Source: an optimization exercise on an open RTL-to-GDS flow (aim: a short achievable clock period and few clock cycles). Production flows keep margins and buffers that such runs may drop.
The RTL was checked by simulation tests, not by an equivalence proof against the original design.
Power is estimated from default activity; no workload was simulated.

[flow/design.v]
`timescale 1ns / 1ps
module mux4to1(
		input [4 * WIDTH - 1:0] in,
		input [1:0] select,
		output [WIDTH - 1:0] out
		);
	parameter WIDTH = 1;
	assign out =
			select == 2'b00 ? in[WIDTH - 1:0] :
			select == 2'b01 ? in[2 * WIDTH - 1: WIDTH] :
			select == 2'b10 ? in[3 * WIDTH - 1: 2 * WIDTH] :
			in[4 * WIDTH - 1: 3 * WIDTH];
endmodule
`timescale 1ns / 1ps
module mux16to1(
		input [16 * WIDTH - 1:0] in,
		input [3:0] select,
		output [WIDTH - 1:0] out
		);
	parameter WIDTH = 1;
	assign out =
			select == 4'b0000 ? in[WIDTH - 1:0] :
			select == 4'b0001 ? in[2 * WIDTH - 1: WIDTH] :
			select == 4'b0010 ? in[3 * WIDTH - 1: 2 * WIDTH] :
			select == 4'b0011 ? in[4 * WIDTH - 1: 3 * WIDTH] :
			select == 4'b0100 ? in[5 * WIDTH - 1: 4 * WIDTH] :
			select == 4'b0101 ? in[6 * WIDTH - 1: 5 * WIDTH] :
			select == 4'b0110 ? in[7 * WIDTH - 1: 6 * WIDTH] :
			select == 4'b0111 ? in[8 * WIDTH - 1: 7 * WIDTH] :
			select == 4'b1000 ? in[9 * WIDTH - 1: 8 * WIDTH] :
			select == 4'b1001 ? in[10 * WIDTH - 1: 9 * WIDTH] :
			select == 4'b1010 ? in[11 * WIDTH - 1: 10 * WIDTH] :
			select == 4'b1011 ? in[12 * WIDTH - 1: 11 * WIDTH] :
			select == 4'b1100 ? in[13 * WIDTH - 1: 12 * WIDTH] :
			select == 4'b1101 ? in[14 * WIDTH - 1: 13 * WIDTH] :
			select == 4'b1110 ? in[15 * WIDTH - 1: 14 * WIDTH] :
			in[16 * WIDTH - 1: 15 * WIDTH];
endmodule
`timescale 1ns / 1ps
module Ext_32(
		input [15:0] Imm_16,
		output [31:0] Imm_32
		);
	assign Imm_32 = {{16{Imm_16[15]}}, Imm_16};
endmodule
`timescale 1ns / 1ps
module REG32(
		input clk,
		input rst,
		input CE,
		input [31:0] D,
		output reg [31:0] Q
	);
	always @(posedge clk or posedge rst) begin
		if (rst) begin
			Q <= 0;
		end else if (CE) begin
			Q <= D;
		end
	end
endmodule
`timescale 1ns / 1ps
module Regs(
		input clk,
		input rst,
		input L_S,
		input [4:0] R_addr_A,
		input [4:0] R_addr_B,
		input [4:0] Wt_addr,
		input [31:0] Wt_data,
		output [31:0] rdata_A,
		output [31:0] rdata_B
		);
	reg [31:0] register [1:31];
	integer i;
	assign rdata_A = R_addr_A == 0 ? 0 : register[R_addr_A];
	assign rdata_B = R_addr_B == 0 ? 0 : register[R_addr_B];
	always @(posedge clk or posedge rst) begin
		if (rst) begin
			for (i = 1; i < 32; i = i + 1) begin
				register[i] <= 0;
			end
		end else if (L_S == 1 && Wt_addr != 0) begin
			register[Wt_addr] <= Wt_data;
		end
	end
endmodule
`timescale 1ns / 1ps
module ALU(
		input [31:0] A,
		input [3:0] ALU_operation,
		input [31:0] B,
		output overflow,
		output [31:0] res,
		output zero
	);
	mux16to1 #(32) ALU_MUX (
			.in({
				{6{32'b0}},
				{31'b0, $signed(A) < $signed(B)},
				B << A[4:0],
				{31'b0, A < B},
				$signed(A) - $signed(B),
				B >> A[4:0],
				~(A | B),
				A ^ B,
				$signed(A) + $signed(B),
				A | B,
				A & B
			}),
			.select(ALU_operation),
			.out(res)
	);
	assign zero = ~|res;
	assign overflow = 0;
endmodule
`timescale 1ns / 1ps
module M_datapath(
		input clk,
		input reset,
		input MIO_ready,
		input IorD,
		input IRWrite,
		input [1:0] RegDst,
		input RegWrite,
		input [1:0] MemtoReg,
		input ALUSrcA,
		input [1:0] ALUSrcB,
		input [1:0] PCSource,
		input PCWrite,
		input PCWriteCond,
		input Branch,
		input [3:0] ALU_operation,
		output [31:0] PC_Current,
		input [31:0] Data_in,
		output [31:0] Inst,
		output [31:0] data_out,
		output [31:0] M_addr,
		output zero,
		output overflow
	);
	wire [31:0] MDR;
	wire [4:0] Wt_addr;
	wire [31:0] Wt_data;
	wire [31:0] rdata_A;
	wire [31:0] Imm_32;
	wire [31:0] A;
	wire [31:0] B;
	wire [31:0] res;
	wire [31:0] ALUOut;
	wire [31:0] PC_Next;
	REG32 U_IR (
			.clk(clk),
			.rst(1'b0),
			.CE(IRWrite),
			.D(Data_in[31:0]),
			.Q(Inst[31:0])
	);
	REG32 U_MDR (
			.clk(clk),
			.rst(1'b0),
			.CE(1'b1),
			.D(Data_in[31:0]),
			.Q(MDR[31:0])
	);
	mux4to1 #(5) U_mux_Wt_addr (
			.in({
				5'b0,	 
				5'd31,	 
				Inst[15:11],	 
				Inst[20:16]	 
			}),
			.select(RegDst[1:0]),
			.out(Wt_addr[4:0])
	);
	mux4to1 #(32) U_mux_Wt_data (
			.in({
				PC_Current[31:0],	 
				{Inst[15:0], 16'b0},	 
				MDR[31:0],	 
				ALUOut[31:0]	 
			}),
			.select(MemtoReg[1:0]),
			.out(Wt_data[31:0])
	);
	Regs U2 (
			.clk(clk),
			.rst(reset),
			.R_addr_A(Inst[25:21]),
			.R_addr_B(Inst[20:16]),
			.Wt_addr(Wt_addr[4:0]),
			.Wt_data(Wt_data[31:0]),
			.L_S(RegWrite),
			.rdata_A(rdata_A[31:0]),
			.rdata_B(data_out[31:0])
	);
	Ext_32 U_Ext (
			.Imm_16(Inst[15:0]),
			.Imm_32(Imm_32[31:0])
	);
	assign A = ALUSrcA ? rdata_A : PC_Current;
	mux4to1 #(32) U_mux_B (
			.in({
				{Imm_32[29:0], 2'b00},	 
				Imm_32[31:0],	 
				32'd4,	 
				data_out[31:0]	 
			}),
			.select(ALUSrcB[1:0]),
			.out(B[31:0])
	);
	ALU U1 (
			.A(A[31:0]),
			.B(B[31:0]),
			.ALU_operation(ALU_operation[3:0]),
			.zero(zero),
			.res(res[31:0]),
			.overflow(overflow)
	);
	REG32 U_ALUOut (
			.clk(clk),
			.rst(1'b0),
			.CE(1'b1),
			.D(res[31:0]),
			.Q(ALUOut[31:0])
	);
	mux4to1 #(32) U_mux_PC_next (
			.in({
				ALUOut[31:0],	 
				{PC_Current[31:28], Inst[25:0], 2'b00},	 
				ALUOut[31:0],	 
				res[31:0]	 
			}),
			.select(PCSource[1:0]),
			.out(PC_Next[31:0])
	);
	REG32 U_PC (
			.clk(clk),
			.rst(reset),
			.CE(MIO_ready && (PCWrite || (PCWriteCond && (Branch == zero)))),
			.D(PC_Next[31:0]),
			.Q(PC_Current[31:0])
	);
	assign M_addr = IorD ? ALUOut : PC_Current;
endmodule
`timescale 1ns / 1ps
module ctrl(
		input clk,
		input reset,
		input [31:0] Inst_in,
		input zero,
		input overflow,
		input MIO_ready,
		output reg MemRead,
		output reg MemWrite,
		output reg [3:0] ALU_operation,
		output [4:0] state_out,
		output reg CPU_MIO,
		output reg IorD,
		output reg IRWrite,
		output reg [1:0] RegDst,
		output reg RegWrite,
		output reg [1:0] MemtoReg,
		output reg ALUSrcA,
		output reg [1:0] ALUSrcB,
		output reg [1:0] PCSource,
		output reg PCWrite,
		output reg PCWriteCond,
		output reg Branch
	);
	localparam
			IF = 4'b0000,
			ID = 4'b0001,
			Mem_Ex = 4'b0010,
			Mem_RD = 4'b0011,
			LW_WB = 4'b0100,
			Mem_WD = 4'b0101,
			R_Exe = 4'b0110,
			R_WB = 4'b0111,
			Beq_Exe = 4'b1000,
			J = 4'b1001,
			I_Exe = 4'b1010,
			I_WB = 4'b1011,
			Lui_WB = 4'b1100,
			Bne_Exe = 4'b1101,
			Jr = 4'b1110,
			Jal = 4'b1111;
	localparam
			ALU_AND = 4'b0000,
			ALU_OR = 4'b0001,
			ALU_ADD = 4'b0010,
			ALU_XOR = 4'b0011,
			ALU_NOR = 4'b0100,
			ALU_SRLV = 4'b0101,
			ALU_SUB = 4'b0110,
			ALU_SLTU = 4'b0111,
			ALU_SLLV = 4'b1000,
			ALU_SLT = 4'b1001;
	reg [3:0] state;
	assign state_out = {1'b0, state};
	task GoToIF;
		begin
			{PCWrite, PCWriteCond, IorD, MemRead, MemWrite, IRWrite, MemtoReg[1:0], PCSource[1:0], ALUSrcB[1:0], ALUSrcA, RegWrite, RegDst[1:0], CPU_MIO} <= 17'h12821;
			ALU_operation <= ALU_ADD;
			state <= IF;
		end
	endtask
	always @(posedge clk or posedge reset) begin
		if (reset) begin
			GoToIF;
		end else begin
			ALU_operation <= ALU_ADD;
			case (state)
				IF: begin
					if (MIO_ready) begin
						{PCWrite, PCWriteCond, IorD, MemRead, MemWrite, IRWrite, MemtoReg[1:0], PCSource[1:0], ALUSrcB[1:0], ALUSrcA, RegWrite, RegDst[1:0], CPU_MIO} <= 17'h00060;
						ALU_operation <= ALU_ADD;
						state <= ID;
					end else begin
						GoToIF;
					end
				end
				ID: begin
					case (Inst_in[31:26])
						6'b000000: begin	 
							{PCWrite, PCWriteCond, IorD, MemRead, MemWrite, IRWrite, MemtoReg[1:0], PCSource[1:0], ALUSrcB[1:0], ALUSrcA, RegWrite, RegDst[1:0], CPU_MIO} <= 17'h00010;
							state <= R_Exe;
							case (Inst_in[5:0])
								6'b100000: begin ALU_operation <= ALU_ADD; end
								6'b100010: begin ALU_operation <= ALU_SUB; end
								6'b100100: begin ALU_operation <= ALU_AND; end
								6'b100101: begin ALU_operation <= ALU_OR; end
								6'b100110: begin ALU_operation <= ALU_XOR; end
								6'b100111: begin ALU_operation <= ALU_NOR; end
								6'b101010: begin ALU_operation <= ALU_SLT; end
								6'b101011: begin ALU_operation <= ALU_SLTU; end
								6'b000110: begin ALU_operation <= ALU_SRLV; end
								6'b000100: begin ALU_operation <= ALU_SLLV; end
								6'b001000: begin	 
									{PCWrite, PCWriteCond, IorD, MemRead, MemWrite, IRWrite, MemtoReg[1:0], PCSource[1:0], ALUSrcB[1:0], ALUSrcA, RegWrite, RegDst[1:0], CPU_MIO} <= 17'h10010;
									state <= Jr;
								end
								default: begin	 
									GoToIF;
								end
							endcase
						end
						6'b001000: begin	 
							{PCWrite, PCWriteCond, IorD, MemRead, MemWrite, IRWrite, MemtoReg[1:0], PCSource[1:0], ALUSrcB[1:0], ALUSrcA, RegWrite, RegDst[1:0], CPU_MIO} <= 17'h00050;
							ALU_operation <= ALU_ADD;
							state <= I_Exe;
						end
						6'b001100: begin	 
							{PCWrite, PCWriteCond, IorD, MemRead, MemWrite, IRWrite, MemtoReg[1:0], PCSource[1:0], ALUSrcB[1:0], ALUSrcA, RegWrite, RegDst[1:0], CPU_MIO} <= 17'h00050;
							ALU_operation <= ALU_AND;
							state <= I_Exe;
						end
						6'b001101: begin	 
							{PCWrite, PCWriteCond, IorD, MemRead, MemWrite, IRWrite, MemtoReg[1:0], PCSource[1:0], ALUSrcB[1:0], ALUSrcA, RegWrite, RegDst[1:0], CPU_MIO} <= 17'h00050;
							ALU_operation <= ALU_OR;
							state <= I_Exe;
						end
						6'b001110: begin	 
							{PCWrite, PCWriteCond, IorD, MemRead, MemWrite, IRWrite, MemtoReg[1:0], PCSource[1:0], ALUSrcB[1:0], ALUSrcA, RegWrite, RegDst[1:0], CPU_MIO} <= 17'h00050;
							ALU_operation <= ALU_XOR;
							state <= I_Exe;
						end
						6'b001010: begin	 
							{PCWrite, PCWriteCond, IorD, MemRead, MemWrite, IRWrite, MemtoReg[1:0], PCSource[1:0], ALUSrcB[1:0], ALUSrcA, RegWrite, RegDst[1:0], CPU_MIO} <= 17'h00050;
							ALU_operation <= ALU_SLT;
							state <= I_Exe;
						end
						6'b001011: begin	 
							{PCWrite, PCWriteCond, IorD, MemRead, MemWrite, IRWrite, MemtoReg[1:0], PCSource[1:0], ALUSrcB[1:0], ALUSrcA, RegWrite, RegDst[1:0], CPU_MIO} <= 17'h00050;
							ALU_operation <= ALU_SLTU;
							state <= I_Exe;
						end
						6'b001111: begin	 
							{PCWrite, PCWriteCond, IorD, MemRead, MemWrite, IRWrite, MemtoReg[1:0], PCSource[1:0], ALUSrcB[1:0], ALUSrcA, RegWrite, RegDst[1:0], CPU_MIO} <= 17'h00468;
							state <= Lui_WB;
						end
						6'b100011, 6'b101011: begin	 
							{PCWrite, PCWriteCond, IorD, MemRead, MemWrite, IRWrite, MemtoReg[1:0], PCSource[1:0], ALUSrcB[1:0], ALUSrcA, RegWrite, RegDst[1:0], CPU_MIO} <= 17'h00050;
							ALU_operation <= ALU_ADD;
							state <= Mem_Ex;
						end
						6'b000100: begin	 
							Branch <= 1;
							{PCWrite, PCWriteCond, IorD, MemRead, MemWrite, IRWrite, MemtoReg[1:0], PCSource[1:0], ALUSrcB[1:0], ALUSrcA, RegWrite, RegDst[1:0], CPU_MIO} <= 17'h08090;
							ALU_operation <= ALU_SUB;
							state <= Beq_Exe;
						end
						6'b000101: begin	 
							Branch <= 0;
							{PCWrite, PCWriteCond, IorD, MemRead, MemWrite, IRWrite, MemtoReg[1:0], PCSource[1:0], ALUSrcB[1:0], ALUSrcA, RegWrite, RegDst[1:0], CPU_MIO} <= 17'h08090;
							ALU_operation <= ALU_SUB;
							state <= Bne_Exe;
						end
						6'b000010: begin	 
							{PCWrite, PCWriteCond, IorD, MemRead, MemWrite, IRWrite, MemtoReg[1:0], PCSource[1:0], ALUSrcB[1:0], ALUSrcA, RegWrite, RegDst[1:0], CPU_MIO} <= 17'h10160;
							state <= J;
						end
						6'b000011: begin	 
							{PCWrite, PCWriteCond, IorD, MemRead, MemWrite, IRWrite, MemtoReg[1:0], PCSource[1:0], ALUSrcB[1:0], ALUSrcA, RegWrite, RegDst[1:0], CPU_MIO} <= 17'h1076C;
							state <= Jal;
						end
						default: begin	 
							GoToIF;
						end
					endcase
				end
				Mem_Ex: begin
					case (Inst_in[31:26])
						6'b100011: begin	 
							{PCWrite, PCWriteCond, IorD, MemRead, MemWrite, IRWrite, MemtoReg[1:0], PCSource[1:0], ALUSrcB[1:0], ALUSrcA, RegWrite, RegDst[1:0], CPU_MIO} <= 17'h06051;
							state <= Mem_RD;
						end
						6'b101011: begin	 
							{PCWrite, PCWriteCond, IorD, MemRead, MemWrite, IRWrite, MemtoReg[1:0], PCSource[1:0], ALUSrcB[1:0], ALUSrcA, RegWrite, RegDst[1:0], CPU_MIO} <= 17'h05051;
							state <= Mem_WD;
						end
						default: begin	 
							GoToIF;
						end
					endcase
				end
				Mem_RD: begin
					if (MIO_ready) begin
						{PCWrite, PCWriteCond, IorD, MemRead, MemWrite, IRWrite, MemtoReg[1:0], PCSource[1:0], ALUSrcB[1:0], ALUSrcA, RegWrite, RegDst[1:0], CPU_MIO} <= 17'h00208;
						state <= LW_WB;
					end else begin
						{PCWrite, PCWriteCond, IorD, MemRead, MemWrite, IRWrite, MemtoReg[1:0], PCSource[1:0], ALUSrcB[1:0], ALUSrcA, RegWrite, RegDst[1:0], CPU_MIO} <= 17'h06051;
						state <= Mem_RD;
					end
				end
				LW_WB: begin
					GoToIF;
				end
				Mem_WD: begin
					if (MIO_ready) begin
						GoToIF;
					end else begin
						{PCWrite, PCWriteCond, IorD, MemRead, MemWrite, IRWrite, MemtoReg[1:0], PCSource[1:0], ALUSrcB[1:0], ALUSrcA, RegWrite, RegDst[1:0], CPU_MIO} <= 17'h05051;
						state <= Mem_WD;
					end
				end
				R_Exe: begin
					{PCWrite, PCWriteCond, IorD, MemRead, MemWrite, IRWrite, MemtoReg[1:0], PCSource[1:0], ALUSrcB[1:0], ALUSrcA, RegWrite, RegDst[1:0], CPU_MIO} <= 17'h0001A;
					state <= R_WB;
				end
				R_WB: begin
					GoToIF;
				end
				Beq_Exe: begin
					GoToIF;
				end
				J: begin
					GoToIF;
				end
				I_Exe: begin
					{PCWrite, PCWriteCond, IorD, MemRead, MemWrite, IRWrite, MemtoReg[1:0], PCSource[1:0], ALUSrcB[1:0], ALUSrcA, RegWrite, RegDst[1:0], CPU_MIO} <= 17'h00058;
					state <= I_WB;
				end
				I_WB: begin
					GoToIF;
				end
				Lui_WB: begin
					GoToIF;
				end
				Bne_Exe: begin
					GoToIF;
				end
				Jr: begin
					GoToIF;
				end
				Jal: begin
					GoToIF;
				end
				default begin	 
					GoToIF;
				end
			endcase
		end
	end
endmodule
`timescale 1ns / 1ps
module Multi_CPU(
		input clk,
		input reset,
		input MIO_ready,
		output mem_w,
		output [31:0] Addr_out,
		output [31:0] Data_out,
		input [31:0] Data_in,
		output CPU_MIO,
		input INT
	);
	wire run = MIO_ready;
	reg [31:0] rf [1:31];
	reg [31:1] rvalid;
	reg [31:0] pc_f;
	reg hq;	 
	reg hs;	 
	reg pq, ps;	 
	reg [9:0] tq, ts;	 
	reg [31:0] pf_addr;	 
	reg pf_ok;	 
	reg pf_near;	 
	reg [31:0] addr_q;	 
	reg mio_q;	 
	localparam CI = 6;	 
	localparam CN = 1 << CI;
	localparam TW = 10 - CI;	 
	localparam [31:0] PF_LIMIT = (CN - 16) * 4;
	reg [31:0] cdat [0:CN-1];
	reg [TW-1:0] ctag [0:CN-1];
	reg [CN-1:0] cval;
	reg [CN-1:0] cpt;	 
	reg [9:0] ctgt [0:CN-1];	 
	function [CI-1:0] cidx(input [31:0] a);
		cidx = a[CI+1:2];
	endfunction
	function [TW-1:0] ctg(input [31:0] a);
		ctg = a[11:CI+2];
	endfunction
	function cacheable(input [31:0] a);
		cacheable = a[31:12] == 20'd0;
	endfunction
	reg v_d;
	reg fp_d;	 
	reg [31:0] ir_d;
	reg [31:0] pc_d;
	reg [31:0] a_e, b_e, sd_e, alt_e;
	reg fa_e, fb_e, fs_e;
	reg [4:0] rd_e;
	reg ld_e, st_e, br_e, bne_e, jr_e, pt_e;
	reg o_add, o_sub, o_and, o_or, o_xor, o_nor, o_slt, o_sltu, o_sll, o_srl, o_pass;
	reg [31:0] res_m, sd_m;
	reg [4:0] rd_m;
	reg ld_m, st_m, jr_m;
	wire [5:0] op = ir_d[31:26];
	wire [5:0] fn = ir_d[5:0];
	wire [4:0] rs = ir_d[25:21];
	wire [4:0] rt = ir_d[20:16];
	wire [4:0] rdf = ir_d[15:11];
	wire [15:0] imm16 = ir_d[15:0];
	wire [31:0] imm = {{16{imm16[15]}}, imm16};
	wire is_r = v_d && op == 6'h00;
	wire f_add = fn == 6'h20, f_sub = fn == 6'h22, f_and = fn == 6'h24, f_or = fn == 6'h25;
	wire f_xor = fn == 6'h26, f_nor = fn == 6'h27, f_slt = fn == 6'h2a, f_sltu = fn == 6'h2b;
	wire f_sll = fn == 6'h04, f_srl = fn == 6'h06, f_jr = fn == 6'h08;
	wire r_alu = is_r && (f_add || f_sub || f_and || f_or || f_xor || f_nor || f_slt || f_sltu || f_sll || f_srl);
	wire r_jr = is_r && f_jr;
	wire i_addi = v_d && op == 6'h08;
	wire i_andi = v_d && op == 6'h0c;
	wire i_ori = v_d && op == 6'h0d;
	wire i_xori = v_d && op == 6'h0e;
	wire i_slti = v_d && op == 6'h0a;
	wire i_sltiu = v_d && op == 6'h0b;
	wire i_lui = v_d && op == 6'h0f;
	wire i_lw = v_d && op == 6'h23;
	wire i_sw = v_d && op == 6'h2b;
	wire i_beq = v_d && op == 6'h04;
	wire i_bne = v_d && op == 6'h05;
	wire i_j = v_d && op == 6'h02;
	wire i_jal = v_d && op == 6'h03;
	wire i_alu = i_addi || i_andi || i_ori || i_xori || i_slti || i_sltiu;
	wire i_br = i_beq || i_bne;
	wire [4:0] dst = r_alu ? rdf : (i_alu || i_lui || i_lw) ? rt : i_jal ? 5'd31 : 5'd0;
	wire use_rs = r_alu || r_jr || i_alu || i_lw || i_sw || i_br;
	wire use_rt = r_alu || r_jr || i_br;
	wire use_imm = i_alu || i_lw || i_sw;
	wire stall_d = ld_e && rd_e != 5'd0 &&
			((use_rs && rs == rd_e) || (use_rt && rt == rd_e));
	wire [31:0] wd_m = ld_m ? Data_in : res_m;
	wire [31:0] rf_a = (rs != 5'd0 && rvalid[rs]) ? rf[rs] : 32'd0;
	wire [31:0] rf_b = (rt != 5'd0 && rvalid[rt]) ? rf[rt] : 32'd0;
	wire [31:0] rs_val = (rd_m != 5'd0 && rd_m == rs) ? wd_m : rf_a;
	wire [31:0] rt_val = (rd_m != 5'd0 && rd_m == rt) ? wd_m : rf_b;
	wire [31:0] pc4_d = pc_d + 32'd4;
	wire [31:0] btgt_d = pc4_d + {imm[29:0], 2'b00};
	wire [31:0] jtgt_d = {pc4_d[31:28], ir_d[25:0], 2'b00};
	wire pt_d = fp_d ? i_br : (i_bne || (i_beq && imm16[15]));
	wire fp_bad = fp_d && v_d && !(i_j || i_jal || i_br);
	wire redirect_d = fp_d ? fp_bad : (i_j || i_jal || pt_d);
	wire [31:0] dtgt = fp_bad ? pc4_d : (i_j || i_jal) ? jtgt_d : btgt_d;
	wire [31:0] A = fa_e ? res_m : a_e;
	wire [31:0] B = fb_e ? res_m : b_e;
	wire sub_mode = o_sub || o_slt || o_sltu;
	wire [31:0] Bx = sub_mode ? ~B : B;
	wire [32:0] sum = {1'b0, A} + {1'b0, Bx} + {32'd0, sub_mode};
	wire lt_u = ~sum[32];
	wire lt_s = (A[31] ^ B[31]) ? A[31] : sum[31];
	wire [31:0] res =
			({32{o_add || o_sub}} & sum[31:0]) |
			({32{o_and}} & (A & B)) |
			({32{o_or}} & (A | B)) |
			({32{o_xor}} & (A ^ B)) |
			({32{o_nor}} & ~(A | B)) |
			{31'd0, (o_slt && lt_s) || (o_sltu && lt_u)} |
			({32{o_sll}} & (B << A[4:0])) |
			({32{o_srl}} & (B >> A[4:0])) |
			({32{o_pass}} & B);
	wire eq = A == B;
	wire taken_e = br_e && (bne_e ? !eq : eq);
	wire redirect_e = br_e && (taken_e != pt_e);
	wire mem_m = ld_m || st_m;
	wire redirect_m = jr_m;
	function lookup(input [31:0] a);
		lookup = cval[cidx(a)] && ctag[cidx(a)] == ctg(a) && cacheable(a);
	endfunction
	wire pf_go = pf_ok && pf_near;
	wire fetch_mem = mio_q && !mem_m;
	wire [31:0] fa = addr_q;	 
	wire issue = fetch_mem && hq;
	wire [5:0] fop = Data_in[31:26];
	wire f_isj = fop == 6'h02 || fop == 6'h03;
	wire f_isb = fop == 6'h05 || (fop == 6'h04 && Data_in[15]);
	wire [16:0] f_bsum = {7'd0, fa[11:2]} + 17'd1 + {Data_in[15], Data_in[15:0]};
	wire f_pt = (f_isj && Data_in[25:10] == 16'd0) || (f_isb && f_bsum[16:10] == 7'd0);
	wire [9:0] f_tgt = f_isj ? Data_in[9:0] : f_bsum[9:0];
	function cached_after(input raw, input [31:0] x);
		cached_after = (fetch_mem && cidx(fa) == cidx(x)) ? (fa == x && cacheable(x)) : raw;
	endfunction
	function pt_after(input raw, input [31:0] x);
		pt_after = (fetch_mem && cidx(fa) == cidx(x)) ? f_pt : raw;
	endfunction
	function [9:0] tg_after(input [9:0] raw, input [31:0] x);
		tg_after = (fetch_mem && cidx(fa) == cidx(x)) ? f_tgt : raw;
	endfunction
	wire [31:0] pc_f4 = pc_f + 32'd4;
	wire [31:0] pc_f8 = pc_f + 32'd8;
	wire [31:0] pf4 = pf_addr + 32'd4;
	wire hit = lookup(pc_f);
	wire demand_miss = fetch_mem && !hq && !hit;
	wire deliver = hq || !mem_m;
	wire [31:0] idata = hq ? cdat[cidx(pc_f)] : Data_in;
	wire fjump = hq && pq;	 
	wire [31:0] ftgt = {20'd0, tq, 2'b00};
	wire [31:0] ftgt4 = ftgt + 32'd4;
	wire hq_keep = cached_after(hq, pc_f);
	wire hs_keep = cached_after(hs, pc_f4);
	wire ps_keep = pt_after(ps, pc_f4);
	wire [9:0] ts_keep = tg_after(ts, pc_f4);
	wire h8 = cached_after(lookup(pc_f8), pc_f8);
	wire p8 = pt_after(cpt[cidx(pc_f8)], pc_f8);
	wire [9:0] t8 = tg_after(ctgt[cidx(pc_f8)], pc_f8);
	wire [31:0] alt4 = alt_e + 32'd4;
	wire ha0 = cached_after(lookup(alt_e), alt_e);
	wire pa0 = pt_after(cpt[cidx(alt_e)], alt_e);
	wire [9:0] ta0 = tg_after(ctgt[cidx(alt_e)], alt_e);
	wire ha4 = cached_after(lookup(alt4), alt4);
	wire pa4 = pt_after(cpt[cidx(alt4)], alt4);
	wire [9:0] ta4 = tg_after(ctgt[cidx(alt4)], alt4);
	wire hj0 = cached_after(lookup(ftgt), ftgt);
	wire pj0 = pt_after(cpt[cidx(ftgt)], ftgt);
	wire [9:0] tj0 = tg_after(ctgt[cidx(ftgt)], ftgt);
	wire hj4 = cached_after(lookup(ftgt4), ftgt4);
	wire pj4 = pt_after(cpt[cidx(ftgt4)], ftgt4);
	wire [9:0] tj4 = tg_after(ctgt[cidx(ftgt4)], ftgt4);
	reg [31:0] pc_f_n, pf_addr_n;
	reg hq_n, hs_n, pq_n, ps_n, pf_ok_n;
	reg [9:0] tq_n, ts_n;
	always @(*) begin
		pc_f_n = pc_f;
		hq_n = hq_keep; pq_n = pq; tq_n = tq;
		hs_n = hs_keep; ps_n = ps_keep; ts_n = ts_keep;
		if (redirect_m) begin
			pc_f_n = res_m; hq_n = 1'b0; hs_n = 1'b0;
		end else if (redirect_e) begin
			pc_f_n = alt_e;
			hq_n = ha0; pq_n = pa0; tq_n = ta0;
			hs_n = ha4; ps_n = pa4; ts_n = ta4;
		end else if (!stall_d) begin
			if (redirect_d) begin
				pc_f_n = dtgt; hq_n = 1'b0; hs_n = 1'b0;
			end else if (fjump) begin
				pc_f_n = ftgt;
				hq_n = hj0; pq_n = pj0; tq_n = tj0;
				hs_n = hj4; ps_n = pj4; ts_n = tj4;
			end else if (deliver) begin
				pc_f_n = pc_f4;
				hq_n = hs_keep; pq_n = ps_keep; tq_n = ts_keep;
				hs_n = h8; ps_n = p8; ts_n = t8;
			end
		end
		pf_addr_n = pf_addr;
		pf_ok_n = pf_ok;
		if (demand_miss) begin
			pf_addr_n = pc_f4;
			pf_ok_n = !lookup(pc_f4) && cacheable(pc_f4);
		end else if (issue || !pf_ok) begin
			pf_addr_n = pf4;
			pf_ok_n = !lookup(pf4) && cacheable(pf4);
		end
	end
	wire pf_near_n = (pf_addr - pc_f) < PF_LIMIT && !fjump;
	wire mem_n = !redirect_m && (ld_e || st_e);
	wire [31:0] addr_n = mem_n ? res : hq_n ? pf_addr_n : pc_f_n;
	wire mio_n = mem_n || !hq_n || (pf_ok_n && pf_near_n);
	always @(posedge clk or posedge reset) begin
		if (reset) begin
			addr_q <= 32'd0;
			mio_q <= 1'b1;
		end else if (run) begin
			addr_q <= addr_n;
			mio_q <= mio_n;
		end
	end
	assign Addr_out = addr_q;
	assign Data_out = sd_m;
	assign mem_w = st_m;
	assign CPU_MIO = mio_q;
	always @(posedge clk) begin
		if (rd_m != 5'd0) rf[rd_m] <= wd_m;
	end
	always @(posedge clk or posedge reset) begin
		if (reset) begin
			rvalid <= 31'd0;
		end else if (rd_m != 5'd0) begin
			rvalid[rd_m] <= 1'b1;
		end
	end
	always @(posedge clk) begin
		if (fetch_mem && run) begin
			cdat[cidx(fa)] <= Data_in;
			ctag[cidx(fa)] <= ctg(fa);
			ctgt[cidx(fa)] <= f_tgt;
		end
	end
	always @(posedge clk or posedge reset) begin
		if (reset) begin
			cval <= {CN{1'b0}};
			cpt <= {CN{1'b0}};
		end else if (fetch_mem && run) begin
			cval[cidx(fa)] <= cacheable(fa);
			cpt[cidx(fa)] <= f_pt;
		end
	end
	always @(posedge clk or posedge reset) begin
		if (reset) begin
			pf_addr <= 32'd4;
			pf_ok <= 1'b0;
			pf_near <= 1'b0;
		end else if (run) begin
			pf_addr <= pf_addr_n;
			pf_ok <= pf_ok_n;
			pf_near <= pf_near_n;
		end
	end
	always @(posedge clk or posedge reset) begin
		if (reset) begin
			pc_f <= 32'd0;
			hq <= 1'b0;
			hs <= 1'b0;
			pq <= 1'b0;
			ps <= 1'b0;
			v_d <= 1'b0;
			fp_d <= 1'b0;
			rd_e <= 5'd0; ld_e <= 1'b0; st_e <= 1'b0; br_e <= 1'b0; jr_e <= 1'b0;
			rd_m <= 5'd0; ld_m <= 1'b0; st_m <= 1'b0; jr_m <= 1'b0;
		end else if (run) begin
			if (redirect_m) begin
				rd_m <= 5'd0; ld_m <= 1'b0; st_m <= 1'b0; jr_m <= 1'b0;
			end else begin
				rd_m <= rd_e; ld_m <= ld_e; st_m <= st_e; jr_m <= jr_e;
			end
			if (redirect_m || redirect_e || stall_d) begin
				rd_e <= 5'd0; ld_e <= 1'b0; st_e <= 1'b0; br_e <= 1'b0; jr_e <= 1'b0;
			end else begin
				rd_e <= dst; ld_e <= i_lw; st_e <= i_sw; br_e <= i_br; jr_e <= r_jr;
			end
			if (redirect_m || redirect_e) begin
				v_d <= 1'b0;
			end else if (!stall_d) begin
				v_d <= !redirect_d && deliver;
				fp_d <= fjump;
			end
			pc_f <= pc_f_n;
			hq <= hq_n;
			hs <= hs_n;
			pq <= pq_n;
			ps <= ps_n;
			tq <= tq_n;
			ts <= ts_n;
		end
	end
	always @(posedge clk) begin
		if (run) begin
			res_m <= res;
			sd_m <= fs_e ? wd_m : sd_e;
			if (!stall_d) begin
				ir_d <= idata;
				pc_d <= pc_f;
				a_e <= rs_val;
				b_e <= i_lw || i_sw || i_alu ? imm : i_lui ? {imm16, 16'd0} : i_jal ? pc4_d : rt_val;
				sd_e <= rt_val;
				fa_e <= rd_e != 5'd0 && rd_e == rs;
				fb_e <= rd_e != 5'd0 && rd_e == rt && !use_imm && !i_lui && !i_jal;
				fs_e <= rd_e != 5'd0 && rd_e == rt;
				alt_e <= pt_d ? pc4_d : btgt_d;
				bne_e <= i_bne;
				pt_e <= pt_d;
				o_add <= (r_alu && f_add) || i_addi || i_lw || i_sw || r_jr;
				o_sub <= r_alu && f_sub;
				o_and <= (r_alu && f_and) || i_andi;
				o_or <= (r_alu && f_or) || i_ori;
				o_xor <= (r_alu && f_xor) || i_xori;
				o_nor <= r_alu && f_nor;
				o_slt <= (r_alu && f_slt) || i_slti;
				o_sltu <= (r_alu && f_sltu) || i_sltiu;
				o_sll <= r_alu && f_sll;
				o_srl <= r_alu && f_srl;
				o_pass <= i_lui || i_jal;
			end
		end
	end
endmodule
[flow/constraint.sdc]
create_clock -name core_clock -period 11.0 [get_ports {clk}]
set_input_delay 2.2000 -clock core_clock [delete_from_list [all_inputs] [get_ports {clk}]]
set_output_delay 2.2000 -clock core_clock [all_outputs]
set_load 0.01 [all_outputs]
[flow/flow/run.sh]
#!/bin/bash
# Standard layout flow; timing repair asks for extra setup slack so that the
# layout runs faster than the constraint's clock period requires.
export SETUP_SLACK_MARGIN=7.5
bash standard.sh > standard_flow.log 2>&1
[flow/config.mk]
export PLATFORM = sky130hd
export DESIGN_NAME = Multi_CPU
export DESIGN_NICKNAME = Multi_CPU
export VERILOG_FILES = /design/flow/design.v
export SDC_FILE = /design/flow/constraint.sdc
export NUM_CORES = 4
export LEC_CHECK = 0
export CAP_MARGIN = 30
export CORE_MARGIN = 2
export CORE_UTILIZATION = 30
export PLACE_DENSITY = 0.45
export SLEW_MARGIN = 30
export TNS_END_PERCENT = 100
[flow/standard.sh]
#!/bin/bash
# synth_recipe.tcl (not shown) runs the flow's synth.tcl, then flattens the netlist and writes it again
# the make line also repeats each setting of config.mk as NAME=value (left out here)
make -C /OpenROAD-flow-scripts/flow DESIGN_CONFIG=/design/flow/config.mk WORK_HOME=/design/flow/orfs CLKGATE_MAP_FILE= SYNTH_SCRIPT=/design/flow/synth_recipe.tcl "${@:-finish}"
==> impl_metrics.json, run 1 <==
{
  "placementRows": 332,
  "antenna_violations_before_repair": 66,
  "clock_tree.buffer_depth": 4,
  "rsz0062_at_grt": "yes",
  "cts_root_buf": "sky130_fd_sc_hd__clkbuf_16",
  "crit_path_start_kind": "register",
  "grtUsageMet1_pct": 35.3,
  "async_flop_share_pct": 6.18,
  "share_comb_of_total_power_pct": 50.7,
  "cp_num_cells": 14,
  "max_slew_margin_pct": 27.6,
  "min-delay-path-class": "reg -> reg",
  "grt_overflow_total": 0,
  "yosysWarningCount": 1,
  "cts.htree.levels": 6,
  "grt.met2_usage_pct": 40.2,
  "routed_wl_mm": 1140,
  "worstMarginPinSlew_ns": 1.09,
  "finish.instance_area_sq_mm": 0.308,
  "layout_commonest_cell": "sky130_fd_sc_hd__edfxtp_1",
  "detail_route.wl_per_cell_microns": 41.8,
  "postSynthCellCount": 14700,
  "yosysSeqAreaShare_pct": 54.7,
  "fin_crit_ns": 4.69,
  "core-area_sq_mm": 0.817,
  "arrival_ns": 5.70,
  "net_switching_power_figure_mw": 33.1,
  "static-leakage-power_nw": 101,
  "timing.reg2reg.setup_slack_ns": 6.31,
  "syn-mean-instance-area_sq_um": 16.7,
  "number_of_drc_markers_in_iteration_0": 25200,
  "groute.layer.met3.usage_pct": 7.17,
  "synthDominantCellAreaShare_pct": 51.7,
  "sequentialPowerShare_pct": 27.4,
  "grt_util_all_layers_pct": 26.6,
  "cts_tree": "built",
  "initial_core_util_pct": 30.1,
  "achievable-frequency_mhz": 213,
  "critical_path.endpoint_type": "register",
  "postSynthNetCount": 14900,
  "timing.final.setup_violations": 0,
  "fillcell_total": 75500,
  "worst_r2r_path_depth": 14,
  "clock_network_fraction_of_design_power_pct": 21.9,
  "detailroute.via_count": 171000,
  "die_height_microns": 909,
  "fraction_of_layout_cells_with_a_size_suffix_above_1_pct": 43.6,
  "post-synth-top-area-cell": "sky130_fd_sc_hd__edfxtp_1",
  "tritoncts_num_sinks": 4530,
  "drc_violations": 0,
  "final_antenna_net_count": 0,
  "power.total_mw": 82.1,
  "r2r-end": "addr_q[0]",
  "via_density_per_instance": 6.26,
  "hold_slack_ns": 0.492,
  "timing.critical_path.buf_inv": 4,
  "required_ns": 12.02,
  "cts_buffers": 541,
  "status": "timing/DRC/antenna clean",
  "crit_end": "addr_q[0]",
  "cp_max_fo": 12,
  "busiest_layer": "met2",
  "post-dp-hpwl_mm": 655,
  "layout-area-overhead-vs-synth_pct": 25.3,
  "setup.worst_path.class": "reg -> reg",
  "ys_types": 94,
  "worst_ir_drop_vdd_mv": 0.315,
  "netlist_top_cells_area": "sky130_fd_sc_hd__edfxtp_1 52%, sky130_fd_sc_hd__mux4_2 27%, sky130_fd_sc_hd__mux2i_1 2.9%",
  "grt_start_max_net_pins": 148,
  "floorplan.die.width_microns": 909,
  "cp_top_family": "buffers and inverters",
  "top_flip_flop_cell_by_instance_count_after_synthesis": "sky130_fd_sc_hd__edfxtp_1",
  "count_of_final_max_slew_check_failures": 0,
  "power_report.internal_total_mw": 49.1,
  "synth-edff-count": 4228,
  "power_density_mw_per_mm2": 267,
  "hold_violations": 0,
  "detailed_place.area_sq_mm": 0.263,
  "clk_pin_slew_worst_paths_ns": 0.06,
  "layout.cells.most_common_list": "4228 x sky130_fd_sc_hd__edfxtp_1, 2980 x sky130_fd_sc_hd__mux4_2, 905 x sky130_fd_sc_hd__buf_4",
  "cpMaxStageDelayCell": "sky130_fd_sc_hd__buf_6",
  "hold_buffers_post_cts": 0,
  "dr.pass1.iters": 11,
  "port-buffer-count": 100,
  "globalplace.congestion": 0.948,
  "multi_input_gate_area_in_the_final_layout_sq_mm": 0.115,
  "max-cap-violations": 0,
  "sw_frac_of_total_pct": 40.3,
  "io_pins": 102,
  "clk_latency_ns": 1.14,
  "sequential_cell_area_sq_mm": 0.135,
  "grt_pass1_vias": 164000,
  "grt_first_pass_wirelength_mm": 1510,
  "max_stage_delay_ns": 0.49,
  "finalCritPeriodShare_pct": 42.6,
  "critical_path.cell_chain": "inv_2 -> buf_6 -> mux2_2 -> nand3_1 -> nand4_1 -> o21ai_2 -> xnor2_1 -> nor3_2 -> a211oi_2 -> buf_4 -> or3_4 -> buf_12 -> a32o_2 -> a311o_1",
  "finalClockSkew_ns": 0.129,
  "post_syn_area_sq_mm": 0.246,
  "timing.setup.tns_ns": 0,
  "nets": 16200,
  "hold-path-cell-count": 1,
  "dieArea_sq_mm": 0.826,
  "synth_seq_cells": 4530
}
[sequential cells by signal, indices dropped and copies added, names as in the netlist, 5 cells and up, named ones only]
name	count
cpt	64
rd_e	5
addr_q	32
res_m	32
b_e	32
sd_e	32
pf_addr	32
sd_m	32
ir_d	32
ctag	256
rf	992
rvalid	31
tq	10
rd_m	5
pc_f	32
ctgt	640
a_e	32
cval	64
alt_e	32
pc_d	32
ts	10
cdat	2048
[Yosys cell counts, types with 73 or more instances]
master and count:
sky130_fd_sc_hd__a211oi_1 86, sky130_fd_sc_hd__nand2_1 756, sky130_fd_sc_hd__buf_1 258, sky130_fd_sc_hd__nand4_1 83, sky130_fd_sc_hd__o21ai_0 433, sky130_fd_sc_hd__dfrtp_1 278
sky130_fd_sc_hd__edfxtp_1 4228, sky130_fd_sc_hd__nor4_1 73, sky130_fd_sc_hd__mux2i_1 722, sky130_fd_sc_hd__nand3_1 198, sky130_fd_sc_hd__inv_1 233, sky130_fd_sc_hd__o22ai_1 139
sky130_fd_sc_hd__clkbuf_1 717, sky130_fd_sc_hd__a21oi_1 457, sky130_fd_sc_hd__xnor2_1 309, sky130_fd_sc_hd__mux4_2 2980, sky130_fd_sc_hd__xor2_1 143, sky130_fd_sc_hd__nor2_1 698
sky130_fd_sc_hd__ha_1 192, sky130_fd_sc_hd__nor3_1 167, sky130_fd_sc_hd__mux2_2 139, sky130_fd_sc_hd__buf_2 158
[per-stage QoR]
step | worst slack [ns] | utilization (%) | instances
detailed placement | 4.20 | 32.2 | 25000
floorplan | 5.09 | - | 14700
CTS | 6.59 | 36.9 | 26900
global route | 6.42 | 37.7 | 27200
global placement | 4.04 | 32.1 | 25000
finish | 6.31 | 37.7 | 27300
[power groups by stage]
stage	sequential [mW]	combinational (mW)	clock, mW
floorplan	22.0	19.8	0
finish	22.5	41.6	18.0
global placement	23.3	31.0	0
global route	22.5	42.3	18.9
detailed placement	23.2	31.0	0
CTS	22.4	38.8	18.3
[worst reg2reg max path: cells and delay by family (launching register included)]
family | cells | cell delay [ns]
buffers and inverters | 4 | 1.20
AO/OA/AOI/OAI | 4 | 1.18
AND/OR/NAND/NOR | 4 | 1.12
flip-flops | 1 | 0.46
multiplexers | 1 | 0.46
XOR/XNOR | 1 | 0.18
[final cells by class]
cell class,instances,share of cell area (%)
sequential,4530,43.8
multi-input combinational,8710,37.3
timing repair buffer,1902,8.50
clock buffer,663,4.62
tap,10900,4.42
clock inverter,305,1.02
inverter,244,0.358
antenna,42,0.0342
timing repair inverter,12,0.0277
[cell families (layout without fill, tap and decap cells)]
| kind of cell | after synthesis | after routing | share of synthesized area, % |
|---|---|---|---|
| AOI/OAI and AO/OA | 1905 | 1908 | 5.05 |
| xor gates and xnor gates | 452 | 452 | 1.61 |
| adders and majority gates | 195 | 195 | 1.00 |
| buffers and inverters | 1432 | 3126 | 2.36 |
| DFF | 4530 | 4530 | 54.7 |
| muxes | 3842 | 3842 | 30.9 |
| other | 0 | 42 | 0 |
| and+or+nand+nor | 2308 | 2313 | 4.32 |
[routing by layer]
metal | vias up | share of wire, % | routed length, microns
met1 | 92400 | 39 | 442000
met3 | 2619 | 10 | 118000
li1 | 64600 | - | -
met4 | 34 | 6.6 | 75600
met2 | 11000 | 44 | 504000
met5 | - | 0.034 | 387
[worst min-delay path by stage]
stage	from	end	slack, ns
detailed placement	rvalid[10]	rvalid[10]	0.48
finish	rvalid[7]	rvalid[7]	0.49
global route	rvalid[6]	rvalid[6]	0.51
global placement	rvalid[10]	rvalid[10]	0.47
CTS	rvalid[6]	rvalid[6]	0.49
floorplan	pc_f[21]	pc_d[21]	0.42
[timing repair]
action,CTS,global route
pin swaps,349,290
resized for setup,2301,661
cloned,176,45
buffers inserted,749,257
setup endpoints to repair,4616,2070
Testbench counts, summed over its fixed seeds: cycles 86,142.
==> run 2, diff against run 1 <==
--- a/flow/design.v
+++ b/flow/design.v
@@ -531,9 +531,10 @@
 	reg [31:0] ir_d;
 	reg [31:0] pc_d;
+	reg [31:0] pc4_d;	 
 	reg [31:0] a_e, b_e, sd_e, alt_e;
 	reg fa_e, fb_e, fs_e;
 	reg [4:0] rd_e;
 	reg ld_e, st_e, br_e, bne_e, jr_e, pt_e;
-	reg o_add, o_sub, o_and, o_or, o_xor, o_nor, o_slt, o_sltu, o_sll, o_srl, o_pass;
+	reg o_arith, o_sub, o_and, o_or, o_xor, o_nor, o_slt, o_sltu, o_sll, o_srl, o_pass;
 	reg [31:0] res_m, sd_m;
 	reg [4:0] rd_m;
@@ -578,5 +579,4 @@
 	wire [31:0] rs_val = (rd_m != 5'd0 && rd_m == rs) ? wd_m : rf_a;
 	wire [31:0] rt_val = (rd_m != 5'd0 && rd_m == rt) ? wd_m : rf_b;
-	wire [31:0] pc4_d = pc_d + 32'd4;
 	wire [31:0] btgt_d = pc4_d + {imm[29:0], 2'b00};
 	wire [31:0] jtgt_d = {pc4_d[31:28], ir_d[25:0], 2'b00};
@@ -585,78 +585,113 @@
 	wire redirect_d = fp_d ? fp_bad : (i_j || i_jal || pt_d);
 	wire [31:0] dtgt = fp_bad ? pc4_d : (i_j || i_jal) ? jtgt_d : btgt_d;
-	wire [31:0] A = fa_e ? res_m : a_e;
-	wire [31:0] B = fb_e ? res_m : b_e;
 	wire sub_mode = o_sub || o_slt || o_sltu;
-	wire [31:0] Bx = sub_mode ? ~B : B;
-	wire [32:0] sum = {1'b0, A} + {1'b0, Bx} + {32'd0, sub_mode};
-	wire lt_u = ~sum[32];
-	wire lt_s = (A[31] ^ B[31]) ? A[31] : sum[31];
-	wire [31:0] res =
-			({32{o_add || o_sub}} & sum[31:0]) |
+	wire [31:0] A = fa_e ? res_m : a_e;
+	wire [31:0] Bx = fb_e ? (res_m ^ {32{sub_mode}}) : b_e;
+	wire [31:0] B = fb_e ? res_m : b_e;	 
+	wire [32:0] sum_a = {1'b0, A} + {1'b0, Bx};
+	wire [32:0] sum_s = {1'b0, A} - {1'b0, ~Bx};
+	wire [31:0] sum = sub_mode ? sum_s[31:0] : sum_a[31:0];
+	wire lt_u = sum_s[32];	 
+	wire lt_s = (A[31] ^ ~Bx[31]) ? A[31] : sum_s[31];
+	wire [31:0] mem_addr = A + b_e;
+	wire [31:0] res_oth =
 			({32{o_and}} & (A & B)) |
 			({32{o_or}} & (A | B)) |
 			({32{o_xor}} & (A ^ B)) |
 			({32{o_nor}} & ~(A | B)) |
-			{31'd0, (o_slt && lt_s) || (o_sltu && lt_u)} |
 			({32{o_sll}} & (B << A[4:0])) |
 			({32{o_srl}} & (B >> A[4:0])) |
 			({32{o_pass}} & B);
-	wire eq = A == B;
+	wire slt_bit = (o_slt && lt_s) || (o_sltu && lt_u);
+	wire [31:0] res = o_arith ? sum[31:0] : {res_oth[31:1], res_oth[0] | slt_bit};
+	wire eq = fa_e ? (fb_e || res_m == b_e) : (fb_e ? a_e == res_m : a_e == b_e);
 	wire taken_e = br_e && (bne_e ? !eq : eq);
 	wire redirect_e = br_e && (taken_e != pt_e);
 	wire mem_m = ld_m || st_m;
 	wire redirect_m = jr_m;
-	function lookup(input [31:0] a);
-		lookup = cval[cidx(a)] && ctag[cidx(a)] == ctg(a) && cacheable(a);
-	endfunction
 	wire pf_go = pf_ok && pf_near;
 	wire fetch_mem = mio_q && !mem_m;
 	wire [31:0] fa = addr_q;	 
 	wire issue = fetch_mem && hq;
-	wire [5:0] fop = Data_in[31:26];
-	wire f_isj = fop == 6'h02 || fop == 6'h03;
-	wire f_isb = fop == 6'h05 || (fop == 6'h04 && Data_in[15]);
-	wire [16:0] f_bsum = {7'd0, fa[11:2]} + 17'd1 + {Data_in[15], Data_in[15:0]};
-	wire f_pt = (f_isj && Data_in[25:10] == 16'd0) || (f_isb && f_bsum[16:10] == 7'd0);
-	wire [9:0] f_tgt = f_isj ? Data_in[9:0] : f_bsum[9:0];
-	function cached_after(input raw, input [31:0] x);
-		cached_after = (fetch_mem && cidx(fa) == cidx(x)) ? (fa == x && cacheable(x)) : raw;
+	reg pd_v;	 
+	reg [CI-1:0] pd_idx;
+	reg [9:0] pd_w;	 
+	reg [31:0] pd_data;
+	wire [5:0] pd_op = pd_data[31:26];
+	wire pd_isj = pd_op == 6'h02 || pd_op == 6'h03;
+	wire pd_isb = pd_op == 6'h05 || (pd_op == 6'h04 && pd_data[15]);
+	wire [17:0] pd_bsum2 = {7'd0, pd_w, 1'b1} + {pd_data[15], pd_data[15:0], 1'b1};
+	wire [16:0] pd_bsum = pd_bsum2[17:1];	 
+	wire pd_pt = (pd_isj && pd_data[25:10] == 16'd0) || (pd_isb && pd_bsum[16:10] == 7'd0);
+	wire [9:0] pd_tgt = pd_isj ? pd_data[9:0] : pd_bsum[9:0];
+	function lk(input ok, input [9:0] w);
+		lk = ok && cval[w[CI-1:0]] && ctag[w[CI-1:0]] == w[9:CI];
+	endfunction
+	wire fa_ok = fa[31:12] == 20'd0;
+	wire [9:0] fw = fa[11:2];
+	function ca(input raw, input ok, input [9:0] w);
+		ca = (fetch_mem && fw[CI-1:0] == w[CI-1:0]) ? (ok && fa_ok && fw == w) : raw;
 	endfunction
-	function pt_after(input raw, input [31:0] x);
-		pt_after = (fetch_mem && cidx(fa) == cidx(x)) ? f_pt : raw;
+	function ptn(input [9:0] w);
+		ptn = (pd_v && pd_idx == w[CI-1:0]) ? pd_pt : cpt[w[CI-1:0]];
 	endfunction
-	function [9:0] tg_after(input [9:0] raw, input [31:0] x);
-		tg_after = (fetch_mem && cidx(fa) == cidx(x)) ? f_tgt : raw;
+	function [9:0] tgn(input [9:0] w);
+		tgn = (pd_v && pd_idx == w[CI-1:0]) ? pd_tgt : ctgt[w[CI-1:0]];
+	endfunction
+	function pa(input raw, input [9:0] w);
+		pa = (fetch_mem && fw[CI-1:0] == w[CI-1:0]) ? 1'b0 : raw;
 	endfunction
 	wire [31:0] pc_f4 = pc_f + 32'd4;
-	wire [31:0] pc_f8 = pc_f + 32'd8;
 	wire [31:0] pf4 = pf_addr + 32'd4;
-	wire hit = lookup(pc_f);
+	wire ok_q = pc_f[31:12] == 20'd0;
+	wire [9:0] w_q = pc_f[11:2];
+	wire [10:0] w_s = {1'b0, w_q} + 11'd1;
+	wire [10:0] w_8 = {1'b0, w_q} + 11'd2;
+	wire ok_s = ok_q && !w_s[10];
+	wire ok_8 = ok_q && !w_8[10];
+	wire hit = lk(ok_q, w_q);
 	wire demand_miss = fetch_mem && !hq && !hit;
+	reg dm_q;
+	reg [31:0] dm_a;
 	wire deliver = hq || !mem_m;
-	wire [31:0] idata = hq ? cdat[cidx(pc_f)] : Data_in;
+	wire [31:0] idata = hq ? cdat[w_q[CI-1:0]] : Data_in;
 	wire fjump = hq && pq;	 
 	wire [31:0] ftgt = {20'd0, tq, 2'b00};
-	wire [31:0] ftgt4 = ftgt + 32'd4;
-	wire hq_keep = cached_after(hq, pc_f);
-	wire hs_keep = cached_after(hs, pc_f4);
-	wire ps_keep = pt_after(ps, pc_f4);
-	wire [9:0] ts_keep = tg_after(ts, pc_f4);
-	wire h8 = cached_after(lookup(pc_f8), pc_f8);
-	wire p8 = pt_after(cpt[cidx(pc_f8)], pc_f8);
-	wire [9:0] t8 = tg_after(ctgt[cidx(pc_f8)], pc_f8);
+	wire [10:0] w_j4 = {1'b0, tq} + 11'd1;
+	wire ok_j4 = !w_j4[10];
+	wire hq_keep = ca(hq, ok_q, w_q);
+	wire hs_keep = ca(hs, ok_s, w_s[9:0]);
+	wire ps_keep = pa(ps, w_s[9:0]);
+	wire [9:0] ts_keep = ts;
+	wire h8 = ca(lk(ok_8, w_8[9:0]), ok_8, w_8[9:0]);
+	wire p8 = pa(ptn(w_8[9:0]), w_8[9:0]);
+	wire [9:0] t8 = tgn(w_8[9:0]);
 	wire [31:0] alt4 = alt_e + 32'd4;
-	wire ha0 = cached_after(lookup(alt_e), alt_e);
-	wire pa0 = pt_after(cpt[cidx(alt_e)], alt_e);
-	wire [9:0] ta0 = tg_after(ctgt[cidx(alt_e)], alt_e);
-	wire ha4 = cached_after(lookup(alt4), alt4);
-	wire pa4 = pt_after(cpt[cidx(alt4)], alt4);
-	wire [9:0] ta4 = tg_after(ctgt[cidx(alt4)], alt4);
-	wire hj0 = cached_after(lookup(ftgt), ftgt);
-	wire pj0 = pt_after(cpt[cidx(ftgt)], ftgt);
-	wire [9:0] tj0 = tg_after(ctgt[cidx(ftgt)], ftgt);
-	wire hj4 = cached_after(lookup(ftgt4), ftgt4);
-	wire pj4 = pt_after(cpt[cidx(ftgt4)], ftgt4);
-	wire [9:0] tj4 = tg_after(ctgt[cidx(ftgt4)], ftgt4);
+	wire ok_a0 = alt_e[31:12] == 20'd0;
+	wire [9:0] w_a0 = alt_e[11:2];
+	wire [10:0] w_a4 = {1'b0, w_a0} + 11'd1;
+	wire [10:0] w_a8 = {1'b0, w_a0} + 11'd2;
+	wire ok_a4 = ok_a0 && !w_a4[10];
+	wire ok_a8 = ok_a0 && !w_a8[10];
+	wire ha0 = ca(lk(ok_a0, w_a0), ok_a0, w_a0);
+	wire pa0 = pa(ptn(w_a0), w_a0);
+	wire [9:0] ta0 = tgn(w_a0);
+	wire ha4 = ca(lk(ok_a4, w_a4[9:0]), ok_a4, w_a4[9:0]);
+	wire pa4 = pa(ptn(w_a4[9:0]), w_a4[9:0]);
+	wire [9:0] ta4 = tgn(w_a4[9:0]);
+	wire ha8 = ca(lk(ok_a8, w_a8[9:0]), ok_a8, w_a8[9:0]);
+	wire pa8 = pa(ptn(w_a8[9:0]), w_a8[9:0]);
+	wire [9:0] ta8 = tgn(w_a8[9:0]);
+	wire alt_hit = lk(ok_a0, w_a0);
+	wire [31:0] alt_data = cdat[w_a0[CI-1:0]];
+	wire hj0 = ca(lk(1'b1, tq), 1'b1, tq);
+	wire pj0 = pa(ptn(tq), tq);
+	wire [9:0] tj0 = tgn(tq);
+	wire hj4 = ca(lk(ok_j4, w_j4[9:0]), ok_j4, w_j4[9:0]);
+	wire pj4 = pa(ptn(w_j4[9:0]), w_j4[9:0]);
+	wire [9:0] tj4 = tgn(w_j4[9:0]);
+	wire [10:0] w_p4 = {1'b0, pf_addr[11:2]} + 11'd1;
+	wire ok_p4 = pf_addr[31:12] == 20'd0 && !w_p4[10];
+	wire ok_dm = dm_a[31:12] == 20'd0;
 	reg [31:0] pc_f_n, pf_addr_n;
 	reg hq_n, hs_n, pq_n, ps_n, pf_ok_n;
@@ -668,4 +703,8 @@
 		if (redirect_m) begin
 			pc_f_n = res_m; hq_n = 1'b0; hs_n = 1'b0;
+		end else if (redirect_e && alt_hit) begin
+			pc_f_n = alt4;
+			hq_n = ha4; pq_n = pa4; tq_n = ta4;
+			hs_n = ha8; ps_n = pa8; ts_n = ta8;
 		end else if (redirect_e) begin
 			pc_f_n = alt_e;
@@ -687,17 +726,17 @@
 		pf_addr_n = pf_addr;
 		pf_ok_n = pf_ok;
-		if (demand_miss) begin
-			pf_addr_n = pc_f4;
-			pf_ok_n = !lookup(pc_f4) && cacheable(pc_f4);
+		if (dm_q) begin
+			pf_addr_n = dm_a;
+			pf_ok_n = ok_dm && !lk(ok_dm, dm_a[11:2]);
 		end else if (issue || !pf_ok) begin
 			pf_addr_n = pf4;
-			pf_ok_n = !lookup(pf4) && cacheable(pf4);
+			pf_ok_n = ok_p4 && !lk(ok_p4, w_p4[9:0]);
 		end
 	end
 	wire pf_near_n = (pf_addr - pc_f) < PF_LIMIT && !fjump;
 	wire mem_n = !redirect_m && (ld_e || st_e);
-	wire [31:0] addr_n = mem_n ? res : hq_n ? pf_addr_n : pc_f_n;
+	wire [31:0] addr_n = mem_n ? mem_addr : hq_n ? pf_addr_n : pc_f_n;
 	wire mio_n = mem_n || !hq_n || (pf_ok_n && pf_near_n);
-	always @(posedge clk or posedge reset) begin
+	always @(posedge clk) begin
 		if (reset) begin
 			addr_q <= 32'd0;
@@ -726,5 +765,4 @@
 			cdat[cidx(fa)] <= Data_in;
 			ctag[cidx(fa)] <= ctg(fa);
-			ctgt[cidx(fa)] <= f_tgt;
 		end
 	end
@@ -733,9 +771,21 @@
 			cval <= {CN{1'b0}};
 			cpt <= {CN{1'b0}};
-		end else if (fetch_mem && run) begin
-			cval[cidx(fa)] <= cacheable(fa);
-			cpt[cidx(fa)] <= f_pt;
+		end else begin
+			if (fetch_mem && run) cval[cidx(fa)] <= cacheable(fa);
+			if (pd_v) cpt[pd_idx] <= pd_pt;
 		end
 	end
+	always @(posedge clk) begin
+		if (pd_v) ctgt[pd_idx] <= pd_tgt;
+		if (run) begin
+			pd_idx <= cidx(fa);
+			pd_w <= fa[11:2];
+			pd_data <= Data_in;
+		end
+	end
+	always @(posedge clk or posedge reset) begin
+		if (reset) pd_v <= 1'b0;
+		else if (run) pd_v <= fetch_mem;
+	end
 	always @(posedge clk or posedge reset) begin
 		if (reset) begin
@@ -751,4 +801,14 @@
 	always @(posedge clk or posedge reset) begin
 		if (reset) begin
+			dm_q <= 1'b0;
+		end else if (run) begin
+			dm_q <= demand_miss;
+		end
+	end
+	always @(posedge clk) begin
+		if (run) dm_a <= pc_f4;
+	end
+	always @(posedge clk or posedge reset) begin
+		if (reset) begin
 			pc_f <= 32'd0;
 			hq <= 1'b0;
@@ -771,6 +831,9 @@
 				rd_e <= dst; ld_e <= i_lw; st_e <= i_sw; br_e <= i_br; jr_e <= r_jr;
 			end
-			if (redirect_m || redirect_e) begin
+			if (redirect_m) begin
 				v_d <= 1'b0;
+			end else if (redirect_e) begin
+				v_d <= alt_hit;
+				fp_d <= 1'b0;
 			end else if (!stall_d) begin
 				v_d <= !redirect_d && deliver;
@@ -790,9 +853,19 @@
 			res_m <= res;
 			sd_m <= fs_e ? wd_m : sd_e;
-			if (!stall_d) begin
+			if (redirect_e) begin
+				ir_d <= alt_data;
+				pc_d <= alt_e;
+				pc4_d <= alt4;
+			end else if (!stall_d) begin
 				ir_d <= idata;
 				pc_d <= pc_f;
+				pc4_d <= pc_f4;
+			end
+			if (!stall_d) begin
 				a_e <= rs_val;
-				b_e <= i_lw || i_sw || i_alu ? imm : i_lui ? {imm16, 16'd0} : i_jal ? pc4_d : rt_val;
+				b_e <= i_lw || i_sw || i_addi || i_andi || i_ori || i_xori ? imm :
+						i_slti || i_sltiu ? ~imm :
+						i_lui ? {imm16, 16'd0} : i_jal ? pc4_d :
+						r_alu && (f_sub || f_slt || f_sltu) ? ~rt_val : rt_val;
 				sd_e <= rt_val;
 				fa_e <= rd_e != 5'd0 && rd_e == rs;
@@ -802,5 +875,5 @@
 				bne_e <= i_bne;
 				pt_e <= pt_d;
-				o_add <= (r_alu && f_add) || i_addi || i_lw || i_sw || r_jr;
+				o_arith <= (r_alu && (f_add || f_sub)) || i_addi || i_lw || i_sw || r_jr;
 				o_sub <= r_alu && f_sub;
 				o_and <= (r_alu && f_and) || i_andi;
==> impl_metrics.json, run 2 <==
{
  "globalplace.congestion": 0.929,
  "initial_core_util_pct": 30.1,
  "critical_path.endpoint_type": "register",
  "tritoncts_num_sinks": 4612,
  "timing.setup.tns_ns": 0,
  "detail_route.wl_per_cell_microns": 42.9,
  "timing.reg2reg.setup_slack_ns": 6.21,
  "syn-mean-instance-area_sq_um": 16.5,
  "clock_tree.buffer_depth": 4,
  "regMostFlops": "cdat",
  "synth-edff-count": 4302,
  "core-area_sq_mm": 0.913,
  "fraction_of_layout_cells_with_a_size_suffix_above_1_pct": 42.9,
  "cts_root_buf": "sky130_fd_sc_hd__clkbuf_16",
  "postSynthCellCount": 16700,
  "finalCritPeriodShare_pct": 43.5,
  "number_of_drc_markers_in_iteration_0": 27900,
  "port-buffer-count": 100,
  "utilization_pct": 36.6,
  "power_density_mw_per_mm2": 243,
  "layout_commonest_cell": "sky130_fd_sc_hd__edfxtp_1",
  "required_ns": 11.99,
  "antenna_violations_before_repair": 63,
  "synthDominantCellAreaShare_pct": 47.0,
  "max-cap-violations": 0,
  "groute.layer.met3.usage_pct": 6.95,
  "grt_start_max_net_pins": 133,
  "synth.most_common_cell": "sky130_fd_sc_hd__edfxtp_1",
  "io_pins": 102,
  "crit_end": "addr_q[2]",
  "post_syn_area_sq_mm": 0.275,
  "yosysWarningCount": 1,
  "async_flop_share_pct": 5.40,
  "yosysSeqAreaShare_pct": 49.7,
  "status": "timing/DRC/antenna clean",
  "grt_overflow_total": 0,
  "crit_path_start_kind": "register",
  "layout.cells.most_common_list": "4302 x sky130_fd_sc_hd__edfxtp_1, 3931 x sky130_fd_sc_hd__mux4_2, 794 x sky130_fd_sc_hd__nand2_1",
  "top_flip_flop_cell_by_instance_count_after_synthesis": "sky130_fd_sc_hd__edfxtp_1",
  "post-dp-hpwl_mm": 770,
  "nets": 17800,
  "placementRows": 351,
  "die_height_microns": 961,
  "achievable-frequency_mhz": 209,
  "post-synth-top-area-cell": "sky130_fd_sc_hd__edfxtp_1",
  "setup.worst_path.class": "reg -> reg",
  "grt_util_all_layers_pct": 27.2,
  "cts.htree.levels": 6,
  "r2r-end": "addr_q[2]",
  "reg.largest.list": "cdat: 2048 flops, rf: 992 flops, ctgt: 640 flops",
  "worst_ir_drop_vdd_mv": 0.261,
  "via_density_per_instance": 6.39,
  "detailroute.via_count": 193000,
  "worstMarginPinSlew_ns": 1.20,
  "grt_first_pass_wirelength_mm": 1730,
  "grtUsageMet1_pct": 35.3,
  "clk_latency_ns": 1.20,
  "drc_violations": 0,
  "worst_r2r_path_depth": 20,
  "cp_max_fo": 6,
  "finish.instance_area_sq_mm": 0.334,
  "routed_wl_mm": 1300,
  "postSynthNetCount": 17000,
  "grt_pass1_vias": 188000,
  "flip_flop_count_of_the_largest_register_all_copies_and_words_added": 2048,
  "detailed_place.area_sq_mm": 0.294,
  "count_of_final_max_slew_check_failures": 0,
  "netlist_top_cells_area": "sky130_fd_sc_hd__edfxtp_1 47%, sky130_fd_sc_hd__mux4_2 32%, sky130_fd_sc_hd__mux2i_1 2.3%",
  "busiest_layer": "met2",
  "layout-area-overhead-vs-synth_pct": 21.5,
  "regToRegStartpoint": "alt_e[3]",
  "ys_types": 104,
  "cts_tree": "built",
  "synth_seq_cells": 4612,
  "dr.pass1.iters": 9,
  "cts_buffers": 566,
  "grt.met2_usage_pct": 41.2,
  "arrival_ns": 5.78,
  "static-leakage-power_nw": 108,
  "dieArea_sq_mm": 0.924,
  "hold_violations": 0,
  "max_slew_margin_pct": 20.1,
  "floorplan.die.width_microns": 961,
  "rsz0062_at_grt": "yes",
  "final_antenna_net_count": 0,
  "synth.cells.most_frequent": "4302 x sky130_fd_sc_hd__edfxtp_1, 3931 x sky130_fd_sc_hd__mux4_2, 912 x sky130_fd_sc_hd__nor2_1",
  "min-delay-path-class": "reg -> reg",
  "fin_crit_ns": 4.79,
  "timing.final.setup_violations": 0,
  "finalClockSkew_ns": 0.111,
  "startpoint": "alt_e[3]",
  "clk_pin_slew_worst_paths_ns": 0.06
}
-- run 2: cell type report --
cell class                 count  area, sq um
fill                       85000       580000
clock inverter               337         3690
antenna                       57          143
tap                        12200        15200
sequential                  4612       137000
timing repair buffer        1687        23400
inverter                     233         1020
clock buffer                 686        14800
multi-input combinational  10400       139000
timing repair inverter         7          116
-- run 2: layer usage --
layer | wire, microns | share of wire (%) | vias up
li1 | - | - | 72900
met1 | 493000 | 38 | 105000
met2 | 580000 | 45 | 12600
met3 | 129000 | 10 | 2811
met4 | 94900 | 7.3 | 10
met5 | 69 | 0.0053 | -
-- run 2: critical path, cell delays in order (launching register included) --
cell and delay (ns):
sky130_fd_sc_hd__edfxtp_1 0.51, sky130_fd_sc_hd__buf_12 0.19, sky130_fd_sc_hd__ha_4 0.30, sky130_fd_sc_hd__buf_12 0.13, sky130_fd_sc_hd__buf_12 0.12, sky130_fd_sc_hd__buf_16 0.16
sky130_fd_sc_hd__mux4_2 0.50, sky130_fd_sc_hd__mux4_2 0.49, sky130_fd_sc_hd__mux2i_4 0.34, sky130_fd_sc_hd__xnor2_2 0.17, sky130_fd_sc_hd__nand2_2 0.09, sky130_fd_sc_hd__a21oi_4 0.29
sky130_fd_sc_hd__a211oi_4 0.09, sky130_fd_sc_hd__buf_6 0.14, sky130_fd_sc_hd__nor3_4 0.29, sky130_fd_sc_hd__buf_6 0.19, sky130_fd_sc_hd__buf_12 0.11, sky130_fd_sc_hd__buf_16 0.14
sky130_fd_sc_hd__buf_12 0.13, sky130_fd_sc_hd__a211o_1 0.11, sky130_fd_sc_hd__a41oi_2 0.11
-- run 2: what timing repair did --
action / 4_1_cts / 5_1_grt
endpoints found under the setup margin: 3418 / 1129
setup buffers: 605 / 130
hold buffers: 0 / 0
cloned: 159 / 12
gates resized for setup: 2075 / 433
pin swaps: 334 / 178
-- run 2: worst min-delay path by stage --
| stage | startpoint | endpoint | slack (ns) | depth (start not counted) |
|---|---|---|---|---|
| 2_1_floorplan | rvalid[10] | rvalid[10] | 0.44 | 1 |
| 3_3_place_gp | addr_q[10] | addr_q[10] | 0.45 | 2 |
| 3_5_place_dp | addr_q[10] | addr_q[10] | 0.44 | 2 |
| 4_1_cts | rvalid[18] | rvalid[18] | 0.47 | 1 |
| 5_1_grt | rvalid[5] | rvalid[5] | 0.49 | 1 |
| 6_report | rvalid[18] | rvalid[18] | 0.48 | 1 |
-- run 2: power breakdown --
part           switching (mW)  total (mW)  internal (mW)
Sequential               1.14        21.7           20.5
Clock                    8.21        19.0           10.8
Combinational            23.0        40.4           17.5
-- run 2: cell families after synthesis --
logic type / synth area share (%)
adder cells (fa/ha/maj): 1.08
XOR/XNOR: 1.64
AND/OR/NAND/NOR: 4.29
buffers and inverters: 2.53
multiplexers: 35.5
flip-flops: 49.7
AO/OA/AOI/OAI: 5.21
-- run 2: per-stage QoR --
step                      hold slack (ns)  power [mW]  std cells  setup WS, ns
final                               0.476        81.1      30200          6.21
after global routing                0.492        82.9      30200          6.18
after CTS                           0.472        80.0      30000          6.33
after detailed placement            0.440        56.1      28200          3.60
after global placement              0.446        56.2      28200          3.62
after floorplan                     0.439        43.5      16700          3.59
Testbench counts of run 2, summed over its fixed seeds: cycles 84,224.

## what the ideal ports hide
No port has a modelled driver above. Below, the same layouts with a new extraction and two added sets of constraints. Step 1: set_driving_cell puts a clkbuf_16 on clk and a buf_2 on each other input, an assumption about the parent block. Step 2 adds t to the input delays and takes it off the output delays; t is the mean of the earliest and latest rising clock arrival at the registers after step 1. Input paths then give back, and output paths get back, about the clock's delay inside the block. Three values: ideal ports, drivers, drivers and shift; two values: the first two.
run	shift t [ns]	setup slack, ns	worst hold slack (ns)	clock arrival spread, ns	slew at the worst register clock pin (ns)
run 1	1.229	6.313 / 6.313 / 5.403	0.492 / 0.492 / 0.492	0.138 / 0.138	0.07 / 0.07
run 2	1.321	6.212 / 6.212 / 5.310	0.476 / 0.476 / 0.476	0.117 / 0.117	0.07 / 0.07
After both steps every run listed still meets setup and hold. For run 1, which loses most, drivers alone change the setup slack by 0.000 ns; drivers and shift together by -0.910 ns.
